Source: an optimization exercise on an open RTL-to-GDS flow (aim: small area). Production flows keep margins and buffers that such runs may drop.
The RTL was checked by simulation tests, not by an equivalence proof against the original design.
No activity file was given, so power comes from the tool's default toggle rates.

`config.mk`:
```
export PLATFORM = sky130hd
export DESIGN_NAME = median_calc
export DESIGN_NICKNAME = median_calc
export VERILOG_FILES = /design/flow/design.v
export SDC_FILE = /design/flow/constraint.sdc
export NUM_CORES = 4
export LEC_CHECK = 0
export CAP_MARGIN = 20
export CORE_MARGIN = 2
export CORE_UTILIZATION = 40
export PLACE_DENSITY = 0.6
export SLEW_MARGIN = 20
```
`run.sh`:
```
#!/bin/bash
# synth_recipe.tcl (not shown) runs the flow's synth.tcl, then flattens the netlist and writes it again
# the make line also repeats each setting of config.mk as NAME=value (left out here)
make -C /OpenROAD-flow-scripts/flow DESIGN_CONFIG=/design/flow/config.mk WORK_HOME=/design/flow/orfs CLKGATE_MAP_FILE= SYNTH_SCRIPT=/design/flow/synth_recipe.tcl finish
```
`constraint.sdc`:
```
create_clock -name core_clock -period 3.5 [get_ports {clk}]
set_input_delay 0.7000 -clock core_clock [delete_from_list [all_inputs] [get_ports {clk}]]
set_output_delay 0.7000 -clock core_clock [all_outputs]
set_load 0.01 [all_outputs]
```
`design.v`:
```
module sort_reg #(parameter DATA_WIDTH = 8)(
    input  logic clk,
    input  logic ld,                           
    input  logic hold,                         
    input  logic GT_in,                        
    input  logic [DATA_WIDTH-1:0] data_in,
    input  logic [DATA_WIDTH-1:0] prev_data,
    output logic [DATA_WIDTH-1:0] data_out,
    output logic GT
);
logic [DATA_WIDTH-1:0] w_q;
logic sh, ins, hd;
assign data_out = ~w_q;
assign GT  = data_in > data_out;
assign sh  = ld & GT_in;
assign ins = ld & GT & ~GT_in;
assign hd  = hold | (ld & ~GT & ~GT_in);
always_ff @(posedge clk)
    w_q <= ~(({DATA_WIDTH{sh}} & prev_data) | ({DATA_WIDTH{ins}} & data_in) | ({DATA_WIDTH{hd}} & data_out));
endmodule
module median_calc #(parameter POPSIZE = 100, DATA_WIDTH = 8)(
    input  logic clk,
    input  logic rst,
    input  logic [DATA_WIDTH-1:0] data_in,
    input  logic data_rdy,
    output [DATA_WIDTH-1:0] median,
    output data_vld
);
localparam KEEP = POPSIZE / 2;
logic [DATA_WIDTH-1:0] data_out_array [KEEP-1:0];
logic GT_array [KEEP-1:0];
logic [$clog2(POPSIZE):0] counter_q;
logic data_vld_q;
logic first, ld, hold;
assign first = (counter_q == 0);
assign ld    = data_rdy & ~first;
assign hold  = ~data_rdy;
genvar i;
generate
  for (i = 0; i < KEEP; i++) begin : instance_gen
    if (i == 0) begin
      sort_reg #(.DATA_WIDTH(DATA_WIDTH)) instance_0 (
        .clk(clk), .ld(data_rdy), .hold(hold), .GT_in(first),
        .data_in(data_in), .prev_data(data_in),
        .data_out(data_out_array[0]), .GT(GT_array[0])
      );
    end else begin
      sort_reg #(.DATA_WIDTH(DATA_WIDTH)) instance_i (
        .clk(clk), .ld(ld), .hold(hold), .GT_in(GT_array[i-1]),
        .data_in(data_in), .prev_data(data_out_array[i-1]),
        .data_out(data_out_array[i]), .GT(GT_array[i])
      );
    end
  end
endgenerate
assign median   = data_out_array[KEEP-1];
assign data_vld = data_vld_q;
always_ff @(posedge clk or posedge rst) begin
    if (rst) begin
        counter_q  <= 'b0;
        data_vld_q <= 'b0;
    end else begin
        data_vld_q <= (counter_q == POPSIZE);
        if (counter_q == POPSIZE)
            counter_q <= 'b0;
        else if (data_rdy)
            counter_q <= counter_q + 1'b1;
    end
end
endmodule
```
==> summary.txt <==
STA:
- The number of hold violations in the final report came to 0.
- The setup slack of the critical path after layout is 0.5969 ns.
- At the pin with the least slew margin, the transition time is 0.9881 ns.
- Setup repair after global routing left no endpoint under its margin.
- The max-slew violation count is 0.
- Derived from the worst setup path, the maximum achievable clock frequency is 0.3445 GHz.
- The remaining max-slew budget at the tightest pin is 0.3362.
- The final sum of negative setup slack is 0 ns.
- The final period demand of the worst path is 2.903 ns.
- Setup violations remaining at the end of the flow were counted as 0.
- The share of the clock period used by the worst path after layout is 0.8295.
- The clock tree skew after final layout is 0.01995 ns.

Yosys:
- The dominant register cell in the synthesized netlist is dfxtp_1.
- The post-synthesis net count is 3080.
- Counting flops and latches in the post-synthesis netlist gives 409.
- The simple logic cell fraction of the synthesized area is 0.1283.
- The adder and majority gate portion of the synthesized area is 0.2042.
- Counting flops with an async set or reset pin after synthesis yields a share of 0.02200.
- In this run the mean area of a mapped cell was 9.237 um2.
- The share of synthesized area in the top cell type comes to 0.3250.
- By area, the combinational part of the netlist is dominated by compound AO/OA/AOI/OAI gates.
- By area the synthesized netlist is led by dfxtp_1, ha_1, a222oi_1.
- For this run, the number of Yosys warnings is 4.
- The cell count after synthesis is 2667.
- The post-synthesis compound-gate area fraction is 0.2590.
- In this run the cell area of the synthesized design comes to 0.02464 mm2.
- The cell taking the most area after synthesis is dfxtp_1.
- The number of enable-type register cells in the synthesized netlist is 0.
- The share of the Yosys chip area taken by registers is 0.3342.
- The share of the synthesized netlist area taken by xor and xnor gates is 0.002133.
- The number of library cell types mapped by synthesis is 63.
- Measured against the total synthesized area, the mux share comes to 0.0004063.

Clock tree:
- Clock latency on the worst-skew pair, taken at its later pin, is 0.59 ns.
- The clock slew at the register clock pins of the worst setup and hold paths is 0.06 ns.
- The cts-stage hold buffer count is 0.
- The number of clock sinks is 409.
- The H-tree was split into 2 levels.
- The total setup buffers inserted after CTS is 0.
- The number of resized instances in the post-cts repair step is 0.
- TritonCTS created 47 clock buffers.
- The maximum root-to-sink buffer count is 3.
- TritonCTS built the clock tree.
- In this run the clock root is driven by a clkbuf_16.

Layout:
- The most frequent standard cell in the layout excluding fill and tap cells is ha_1.
- The layout-stage area growth over the synthesis result is 14.76%.
- Summing all non-filler instances in the final layout gives an area of 0.02827 mm2.
- The layout cell share with drive strength beyond 1 is 0.1222.
- Measured on the finished design, the core utilization comes to 0.4667.
- In the layout the commonest cells are ha_1, dfxtp_1, inv_1.
- The layout net count is 3189.

Floorplan:
- The die is 252.2 um tall.
- The row count is 90.
- The core region area is 0.06058 mm2.
- The width of the die is 252.2 um.
- In this run the count of I/O pins placed on the die edge is 20.
- The die area is 0.06359 mm2.
- For this configuration, the core starts out at a cell density of 0.4067.

GRT:
- The number of global-route vias before repair is 22290.
- The maximum number of pins on one net before global-route repair is 47.
- The number of antenna violations at the first check in global routing is 1.
- The global-route wire length before repair is 114400 um.
- For this run the aggregate overflow at the end of global routing stands at 0.
- In the global route stage, overall resource usage came out at 0.2169.

Pwr:
- The power dissipated by switching net loads is 0.009747 W.
- Dividing total power by cell area gives a power density of 877.9 mW/mm2.
- The worst IR drop on VDD is 0.4904 mV.
- The design internal power is 0.01507 W.
- The leakage power figure is 13.43 nW.
- Of the total power, registers draw 0.342.
- The power consumption is 0.02482 W.
- The share of total power dissipated in the clock network is 0.210.
- The fraction of power spent switching nets is 0.3927.
- The share of total power in combinational logic is 0.448.

Drt:
- The count of nets left with antenna violations once routing finished came out at 0.
- Dividing the detail-routed via count by the number of cells gives 6.084.
- The routed wire length is 68910 um.
- In the routed design, unresolved DRC markers number 0.
- Detailed routing inserted a total of 21890 vias.
- The wire length per cell is 19.16 um.
- The iteration count of the initial detailed-routing pass is 9.
- The first-iteration detailed-routing DRC count is 2153.

Setup path:
- The largest driver fanout on the critical path is 22.
- The data arrival time of the critical path is 3.39 ns.
- The worst setup path is captured at a flip-flop.
- By startpoint and endpoint, the worst setup path is classified as flip-flop to flip-flop.
- The required time of the critical path is 3.99 ns.
- The worst setup path is launched from a flip-flop.

Placed design:
- The HPWL after detailed placement is 49380 um.
- Routability-driven placement finished with a final weighted congestion of 0.8419.
- The port buffer count is 19.
- OpenSTA, run right after detailed placement, puts the worst setup slack at 0.09288 ns.
- The post-detailed-placement cell area is 0.02664 mm2.

Job:
- Across the run, the number of max-cap violations was 0.

Min path:
- The path category of the worst min-delay check is input pin to asynchronous set/reset pin.

Outcome:
- The flow ran to the end and the layout has no timing, DRC or antenna violations.
## critical path: stages (launching register included)
cell and delay (ns):
dfrtp_1 0.43, inv_1 0.08, ha_1 0.15, or4b_4 0.48, nor4_4 0.16, nand2b_4 0.36, buf_12 0.24, or3_1 0.19
o21ai_1 0.16, buf_4 0.25, a221oi_1 0.28
## logic make-up after synthesis
kind of cell               count (synthesis)
AOI/OAI and AO/OA                        781
and+or+nand+nor                          607
buffers and inverters                    461
DFF                                      409
adders and majority gates                402
xor gates and xnor gates                   6
muxes                                      1
## final cells by class
cell class	instances	area, um2
Inverter	377	1419
Timing Repair Buffer	144	1364
Clock inverter	17	249.0
Fill cell	5677	32310
Clock buffer	70	1383
Antenna cell	1	2.502
Sequential cell	409	8233
Tap cell	782	978.4
Multi-Input combinational cell	1797	14650
## cell usage after synthesis (all sizes together) (11+ instances only)
cell    count
a211oi     35
a21o       30
a21oi     130
a221oi    120
a222oi    192
and2       29
and4       15
buf        23
clkbuf     61
dfxtp     400
ha        402
inv       377
nand2      52
nand3     106
nand4      80
nor2      202
nor2b      44
nor3       20
o211ai     27
o21a       15
o21ai      94
o221a      80
or3        11
## routing by layer
metal | vias up | wire (um) | GRT usage
li1 | 10600 | - | -
met1 | 10600 | 31380 | 0.2873
met2 | 572 | 31920 | 0.3663
met3 | 119 | 4028 | 0.03079
met4 | 0 | 1585 | 0.06306
met5 | - | 0 | 0
## per-stage QoR
step                      cells  hold slack (ns)
after floorplan            2667           0.4477
after global placement     3509           0.4691
after detailed placement   3509           0.4812
after CTS                  3596           0.3455
after global routing       3596           0.3960
final                      3597           0.3668
## final timing paths
kind	from	end	slack (ns)	depth (start not counted)
max	counter_q[0]	instance_gen[35].genblk1.instance_i.w_q[5]	0.60	10
min	rst	data_vld_q	0.37	2
max reg2reg	counter_q[0]	instance_gen[35].genblk1.instance_i.w_q[5]	0.60	10
min reg2reg	instance_gen[27].genblk1.instance_i.w_q[2]	instance_gen[27].genblk1.instance_i.w_q[2]	0.49	2
max in group asynchronous	rst	counter_q[4]	2.88	2
min in group core_clock	instance_gen[27].genblk1.instance_i.w_q[2]	instance_gen[27].genblk1.instance_i.w_q[2]	0.49	2
## registers in the layout (all words and copies together), names as in the netlist
name,flops
instance_gen.genblk1.instance_i.w_q,392
counter_q,8
instance_gen.genblk1.instance_0.w_q,8
data_vld_q,1
## power groups by stage
stage,Combinational (W),Sequential [W],Clock [W]
after CTS,0.0111,0.00846,0.00531
after global routing,0.0127,0.00873,0.00549
after detailed placement,0.0110,0.00853,0
after floorplan,0.00819,0.00797,0
final,0.0111,0.00848,0.00522
after global placement,0.0104,0.00847,0

[re-timing with driven ports]
No port has a modelled driver above. Below, the same layout with a new extraction and two added sets of constraints.
Step 1 assumes that a clkbuf_16 drives the clock port and a buf_2 every other input.
Step 2 times the ports against the registers' clock, not the clock port: input delays grow and output delays shrink by t, the midpoint of the rising clock arrivals with the driver on.
a / b / c = ideal / step 1 / step 2; a / b = the first two.
shift t [ns]: 0.637
setup slack, ns: 0.597 / 0.597 / 0.029
worst setup path after step 2: input to register
slew at the worst register clock pin (ns): 0.06 / 0.06
After both steps this run still meets setup and hold. The setup slack of this run moves by 0.000 ns with the drivers and by -0.568 ns with both steps.
